This design comes from an exercise in tuning for small area on the open sky130 flow, not from production work.
At most, simulation tests tie the RTL to the original design; equivalence was not proved.
Power figures rest on the tool's default switching activity, not on a simulated workload.

==> module FPExpDec, before the edit <==
module FPExpDec(
	input wire [7 : 0] nin,
	input wire norm,
	output wire [7 : 0] out
    );
	wire min_exp = ~nin[7] & (&nin[6 : 0]);
	wire dec = ~(norm | min_exp);
	wire [7 : 0] b;
	wire [6 : 0] nout;
	assign b[0] = dec;
	genvar i;
	generate
		for (i = 0; i < 7; i = i + 1) begin : borrow
			HalfAdder ha (.a(nin[i]), .b(b[i]), .s(nout[i]), .co(b[i + 1]));
			Inv inv (.a(nout[i]), .y(out[i]));
		end
	endgenerate
	Xnor2 x_top (.a(nin[7]), .b(b[7]), .y(out[7]));
endmodule
Settings: LEC_CHECK=0, CAP_MARGIN=20, CORE_MARGIN=2, CORE_UTILIZATION=40, CTS_BUF_LIST=sky130_fd_sc_hd__clkbuf_4 sky130_fd_sc_hd__clkbuf_8, SLEW_MARGIN=20, SYNTH_HIERARCHICAL=1; clock period 6.8 ns.
standard.sh (not shown) runs the stock make flow with config.mk's settings and CLKGATE_MAP_FILE= SYNTH_SCRIPT=/design/flow/synth_recipe.tcl, a recipe that flattens the netlist after the stock synthesis.
==> flow/flow/run.sh <==
#!/bin/bash
# Layout flow: the standard synthesis and layout, with
# - the smallest buffer cell for the port buffers instead of the one
#   buffer_ports picks by default,
# - every combinational cell sized down before global placement
#   (flow/downsize.tcl), so that timing repair sizes up only what it needs,
# - timing-driven global placement that does not keep the buffers its
#   virtual repair inserts (GPL_KEEP_OVERFLOW=0); timing is repaired later,
# - input port buffers with many loads sized up to buf_2 after global
#   placement (flow/portbuf.tcl),
# - clock tree synthesis without dummy loads.
set -euo pipefail
bash standard.sh synth > synth.log 2>&1
bash standard.sh 'BUFFER_PORTS_ARGS=-buffer_cell sky130_fd_sc_hd__buf_1' \
  "PRE_GLOBAL_PLACE_TCL=$PWD/flow/downsize.tcl" GPL_KEEP_OVERFLOW=0 \
  "POST_GLOBAL_PLACE_TCL=$PWD/flow/portbuf.tcl" \
  'CTS_ARGS=-sink_clustering_enable -repair_clock_nets -dont_use_dummy_load -buf_list {sky130_fd_sc_hd__clkbuf_4 sky130_fd_sc_hd__clkbuf_8}' \
  finish > layout.log 2>&1
Other scripts of this flow, unchanged in this note and not shown: flow/flow/downsize.tcl, flow/flow/portbuf.tcl
The baseline finished clean.
Edit:
--- a/flow/design.v
+++ b/flow/design.v
@@ -26,17 +26,24 @@
 	output wire [7 : 0] out
     );
-	wire min_exp = ~nin[7] & (&nin[6 : 0]);
-	wire dec = ~(norm | min_exp);
-	wire [7 : 0] b;
-	wire [6 : 0] nout;
-	assign b[0] = dec;
+	wire [7 : 0] z;
+	assign z[0] = 1'b1;
 	genvar i;
 	generate
-		for (i = 0; i < 7; i = i + 1) begin : borrow
-			HalfAdder ha (.a(nin[i]), .b(b[i]), .s(nout[i]), .co(b[i + 1]));
-			Inv inv (.a(nout[i]), .y(out[i]));
+		for (i = 1; i < 8; i = i + 1) begin : zero_chain
+			assign z[i] = z[i - 1] & nin[i - 1];
+		end
+	endgenerate
+	wire min_exp = ~nin[7] & z[7];
+	wire dec = ~(norm | min_exp);
+	wire [7 : 0] nflip;
+	assign nflip[0] = ~dec;
+	generate
+		for (i = 1; i < 8; i = i + 1) begin : flip_bit
+			Nand2 n_flip (.a(dec), .b(z[i]), .y(nflip[i]));
+		end
+		for (i = 0; i < 8; i = i + 1) begin : out_bit
+			Xor2 x_out (.a(nin[i]), .b(nflip[i]), .y(out[i]));
 		end
 	endgenerate
-	Xnor2 x_top (.a(nin[7]), .b(b[7]), .y(out[7]));
 endmodule
 `timescale 1ns / 1ps
Sequential power came out higher by about 2%.
Clock-buffer cell count is unchanged.
Design area barely changes.
Critical path depth rose by 2.
Worst hold slack is worse by 8.8 ps.
Sequential share of layout area barely changes.
Power went up by 0.68%.

========
Another version of the RTL of FloatingPointMultiplier (not shown whole).
Size in the first run: ~920 cells after synthesis, roughly 28 flip-flops, roughly 82 I/O pins, about 9500 um2 of cells after synthesis.
==> module FPExpAdder, before the edit <==
module FPExpAdder(
	input wire [7 : 0] in,
	input wire [7 : 0] change,
	output wire [7 : 0] nout
    );
	wire [7 : 0] c;
	wire [6 : 0] s;
	HalfAdder ha0 (.a(in[0]), .b(change[0]), .s(s[0]), .co(c[1]));
	genvar i;
	generate
		for (i = 1; i < 7; i = i + 1) begin : bit_add
			FullAdder fa (.a(in[i]), .b(change[i]), .ci(c[i]), .s(s[i]), .co(c[i + 1]));
		end
	endgenerate
	wire set_ones = ~in[7] & ~change[7] & c[7];
	wire nset_zeros = ~(in[7] & change[7] & ~c[7]);
	assign nout[6 : 0] = ~((s | {7{set_ones}}) & {7{nset_zeros}});
	wire nboth, nneither;
	Nand2 n_both (.a(in[7]), .b(change[7]), .y(nboth));
	Nor2 n_neither (.a(in[7]), .b(change[7]), .y(nneither));
	Oa21 o_sign (.a(nneither), .b(c[7]), .c(nboth), .y(nout[7]));
endmodule
export LEC_CHECK = 0
export CAP_MARGIN = 20
export CORE_MARGIN = 2
export CORE_UTILIZATION = 40
export CTS_BUF_LIST = sky130_fd_sc_hd__clkbuf_4 sky130_fd_sc_hd__clkbuf_8
export SLEW_MARGIN = 20
export SYNTH_HIERARCHICAL = 1
create_clock -name core_clock -period 6.8 [get_ports {clk_pll}]
==> flow/flow/downsize.tcl <==
# Before global placement: give every combinational cell the smallest-area
# variant of its own cell (same function and pins). Timing repair later sizes up only what needs it.
set db [ord::get_db]
set block [ord::get_db_block]
set swapped 0
foreach inst [$block getInsts] {
  set master [$inst getMaster]
  set name [$master getName]
  if {![regexp {^(sky130_fd_sc_hd__([a-z0-9]+))_([0-9]+)$} $name -> base kind size]} { continue }
  # leave sequential, clock, tap, fill and delay cells alone
  if {[regexp {^(df|dl|sdf|edf|sedf|clk|tap|fill|decap|conb|diode|lpflow|probe|dly|macro)} $kind]} { continue }
  set best $master
  foreach s {0 1 2 4 6 8 12 16} {
    set m [$db findMaster "${base}_$s"]
    if {$m == "NULL" || $m == ""} { continue }
    if {[$m getWidth] < [$best getWidth]} {
      set best $m
    }
  }
  if {$best != $master} {
    $inst swapMaster $best
    incr swapped
  }
}
puts "downsize.tcl: swapped $swapped instances to smaller cells"
==> flow/flow/portbuf.tcl <==
# After global placement: an input port buffer that drives many cells gets the
# next size up (buf_2) rather than having the timing repair pick a clock or
# delay buffer for it later.
set db [ord::get_db]
set block [ord::get_db_block]
set buf2 [$db findMaster sky130_fd_sc_hd__buf_2]
set n 0
foreach inst [$block getInsts] {
  if {[[$inst getMaster] getName] != "sky130_fd_sc_hd__buf_1"} { continue }
  foreach it [$inst getITerms] {
    if {[$it isOutputSignal]} {
      set net [$it getNet]
      if {$net != "NULL" && [llength [$net getITerms]] > 8} {
        $inst swapMaster $buf2
        incr n
      }
    }
  }
}
puts "portbuf.tcl: sized up $n buffers driving more than 7 cells"
Scripts as last shown in full above: flow/flow/run.sh
Change:
--- a/flow/design.v
+++ b/flow/design.v
@@ -14,9 +14,13 @@
 		end
 	endgenerate
 	wire set_ones = ~in[7] & ~change[7] & c[7];
 	wire nset_zeros = ~(in[7] & change[7] & ~c[7]);
-	assign nout[6 : 0] = ~((s | {7{set_ones}}) & {7{nset_zeros}});
+	generate
+		for (i = 0; i < 7; i = i + 1) begin : sat_bit
+			Oai21 o_sat (.a(nset_zeros), .b(s[i]), .c(set_ones), .y(nout[i]));
+		end
+	endgenerate
 	wire nboth, nneither;
 	Nand2 n_both (.a(in[7]), .b(change[7]), .y(nboth));
 	Nor2 n_neither (.a(in[7]), .b(change[7]), .y(nneither));
 	Oa21 o_sign (.a(nneither), .b(c[7]), .c(nboth), .y(nout[7]));
What happened: Routed wire length fell by 2.3%. Count of clock-buffer cells in the layout does not change. Design area decreases by 0.52%. Sequential power is about the same. Via count is lower by 1.0%. Hold slack stays flat. Critical path depth came out lower by 2. Utilization barely changes. Final cell count falls by 0.56%.
Only the layout flow was run in the first run of this note; the RTL was not checked for function there.

========
## the previous run
FloatingPointMultiplier with an RTL version that a note above also has.
Size in the first run: about 920 cells after synthesis, ~82 I/O pins, about 0.0095 mm2 of cells after synthesis.
==> module FPExpAdder, before the edit <==
module FPExpAdder(
	input wire [7 : 0] in,
	input wire [7 : 0] change,
	output wire [7 : 0] nout
    );
	wire [8 : 0] c;
	wire [7 : 0] s;
	HalfAdder ha0 (.a(in[0]), .b(change[0]), .s(s[0]), .co(c[1]));
	genvar i;
	generate
		for (i = 1; i < 8; i = i + 1) begin : bit_add
			FullAdder fa (.a(in[i]), .b(change[i]), .ci(c[i]), .s(s[i]), .co(c[i + 1]));
		end
	endgenerate
	wire ovf;
	Xor2 x_ovf (.a(c[7]), .b(c[8]), .y(ovf));
	wire set_ones = ovf & ~in[7];
	wire nset_zeros = ~(ovf & in[7]);
	assign nout[6 : 0] = ~((s[6 : 0] | {7{set_ones}}) & {7{nset_zeros}});
	Xnor2 x_sign (.a(s[7]), .b(ovf), .y(nout[7]));
endmodule
==> module FPExpDec, before the edit <==
module FPExpDec(
	input wire [7 : 0] nin,
	input wire norm,
	output wire [7 : 0] out
    );
	wire [7 : 0] z;
	assign z[0] = 1'b1;
	genvar i;
	generate
		for (i = 1; i < 8; i = i + 1) begin : zero_chain
			assign z[i] = z[i - 1] & nin[i - 1];
		end
	endgenerate
	wire min_exp = ~nin[7] & z[7];
	wire dec = ~(norm | min_exp);
	wire [7 : 0] nflip;
	assign nflip[0] = ~dec;
	generate
		for (i = 1; i < 8; i = i + 1) begin : flip_bit
			Nand2 n_flip (.a(dec), .b(z[i]), .y(nflip[i]));
		end
		for (i = 0; i < 8; i = i + 1) begin : out_bit
			Xor2 x_out (.a(nin[i]), .b(nflip[i]), .y(out[i]));
		end
	endgenerate
endmodule
Settings: LEC_CHECK=0, CAP_MARGIN=20, CORE_MARGIN=2, CORE_UTILIZATION=40, CTS_BUF_LIST=sky130_fd_sc_hd__clkbuf_4 sky130_fd_sc_hd__clkbuf_8, SETUP_SLACK_MARGIN=-0.1, SLEW_MARGIN=20, SYNTH_HIERARCHICAL=1; clock period 6.8 ns.
Scripts as last shown in full above: flow/flow/run.sh, flow/flow/downsize.tcl, flow/flow/portbuf.tcl
diff inputs: the previous run => the current run
diff --git a/flow/design.v b/flow/design.v
--- a/flow/design.v
+++ b/flow/design.v
@@ -5,19 +5,24 @@
 	output wire [7 : 0] nout
     );
-	wire [8 : 0] c;
-	wire [7 : 0] s;
+	wire [7 : 0] c;
+	wire [6 : 0] s;
 	HalfAdder ha0 (.a(in[0]), .b(change[0]), .s(s[0]), .co(c[1]));
 	genvar i;
 	generate
-		for (i = 1; i < 8; i = i + 1) begin : bit_add
+		for (i = 1; i < 7; i = i + 1) begin : bit_add
 			FullAdder fa (.a(in[i]), .b(change[i]), .ci(c[i]), .s(s[i]), .co(c[i + 1]));
 		end
 	endgenerate
-	wire ovf;
-	Xor2 x_ovf (.a(c[7]), .b(c[8]), .y(ovf));
-	wire set_ones = ovf & ~in[7];
-	wire nset_zeros = ~(ovf & in[7]);
-	assign nout[6 : 0] = ~((s[6 : 0] | {7{set_ones}}) & {7{nset_zeros}});
-	Xnor2 x_sign (.a(s[7]), .b(ovf), .y(nout[7]));
+	wire set_ones = ~in[7] & ~change[7] & c[7];
+	wire nset_zeros = ~(in[7] & change[7] & ~c[7]);
+	generate
+		for (i = 0; i < 7; i = i + 1) begin : sat_bit
+			Oai21 o_sat (.a(nset_zeros), .b(s[i]), .c(set_ones), .y(nout[i]));
+		end
+	endgenerate
+	wire nboth, nneither;
+	Nand2 n_both (.a(in[7]), .b(change[7]), .y(nboth));
+	Nor2 n_neither (.a(in[7]), .b(change[7]), .y(nneither));
+	Oa21 o_sign (.a(nneither), .b(c[7]), .c(nboth), .y(nout[7]));
 endmodule
 module FPExpDec(
@@ -26,24 +31,17 @@
 	output wire [7 : 0] out
     );
-	wire [7 : 0] z;
-	assign z[0] = 1'b1;
-	genvar i;
-	generate
-		for (i = 1; i < 8; i = i + 1) begin : zero_chain
-			assign z[i] = z[i - 1] & nin[i - 1];
-		end
-	endgenerate
-	wire min_exp = ~nin[7] & z[7];
+	wire min_exp = ~nin[7] & (&nin[6 : 0]);
 	wire dec = ~(norm | min_exp);
-	wire [7 : 0] nflip;
-	assign nflip[0] = ~dec;
+	wire [7 : 0] b;
+	wire [6 : 0] nout;
+	assign b[0] = dec;
+	genvar i;
 	generate
-		for (i = 1; i < 8; i = i + 1) begin : flip_bit
-			Nand2 n_flip (.a(dec), .b(z[i]), .y(nflip[i]));
-		end
-		for (i = 0; i < 8; i = i + 1) begin : out_bit
-			Xor2 x_out (.a(nin[i]), .b(nflip[i]), .y(out[i]));
+		for (i = 0; i < 7; i = i + 1) begin : borrow
+			HalfAdder ha (.a(nin[i]), .b(b[i]), .s(nout[i]), .co(b[i + 1]));
+			Inv inv (.a(nout[i]), .y(out[i]));
 		end
 	endgenerate
+	Xnor2 x_top (.a(nin[7]), .b(b[7]), .y(out[7]));
 endmodule
 `timescale 1ns / 1ps
@@ -1337,4 +1335,7 @@
 	assign y = ~((a1 & a2) | (b1 & b2));
 endmodule
+module Oa21(input wire a, input wire b, input wire c, output wire y);
+	assign y = (a | b) & c;
+endmodule
 module Oai21(input wire a, input wire b, input wire c, output wire y);
 	assign y = ~(a & (b | c));
Looking at wire length per cell after detailed routing across the current run and the previous run, the one that comes out lower is the current run.
Compared with the previous run, the current run shows part of the power in combinational logic higher by 0.2 points.
Going from the previous run to the current run, area growth from synthesis to layout increased 0.19 points, count of distinct cell types in the synthesized netlist decreased 5, final instance area decreased about 0.36%.
Summary: with the previous run as the reference, sum of internal, switching and leakage power in the current run moved down slightly.
Of the current run and the previous run, the current run shows the higher worst-case vdd ir drop, with the previous run below it.
Summary of the current run over the previous run: mean number of vias per cell went down 0.033; register share of the cell area held.
As of the current run, area after synthesis had fallen slightly compared to the previous run.

==> port drivers added, routing unchanged <==
No port has a modelled driver above. Below, the same layouts with a new extraction and two added sets of constraints.
Step 1 (the two cells are an assumption about what drives the block):
set clk [get_ports {clk_pll}]
set_driving_cell -lib_cell sky130_fd_sc_hd__clkbuf_16 $clk
set_driving_cell -lib_cell sky130_fd_sc_hd__buf_2 [delete_from_list [all_inputs] $clk]
Step 2, shift: input delay + t, output delay - t, t = (earliest + latest rising clock arrival at the registers) / 2. This alone moves slack from input paths to output paths.
Slacks: no drivers / after step 1 / after step 2; pairs: no drivers / after step 1.
run | shift t [ns] | slack for setup (ns) | worst data-port slew with drivers (ns)
the first run of note 1 | 0.292 | 0.323 / 0.329 / 0.037 | 0.04
the second run of note 1 | 0.294 | 0.251 / 0.257 / -0.037 | 0.04
the first run of note 2 | 0.298 | 0.289 / 0.279 / -0.019 | 0.04
the second run of note 2 | 0.294 | 0.360 / 0.361 / 0.067 | 0.04
the previous run | 0.294 | 0.128 / 0.134 / -0.160 | 0.04
the current run | 0.294 | 0.303 / 0.289 / -0.005 | 0.04
With both steps, setup timing fails in the second run of note 1, the first run of note 2, the previous run and the current run, where it was met with ideal ports.
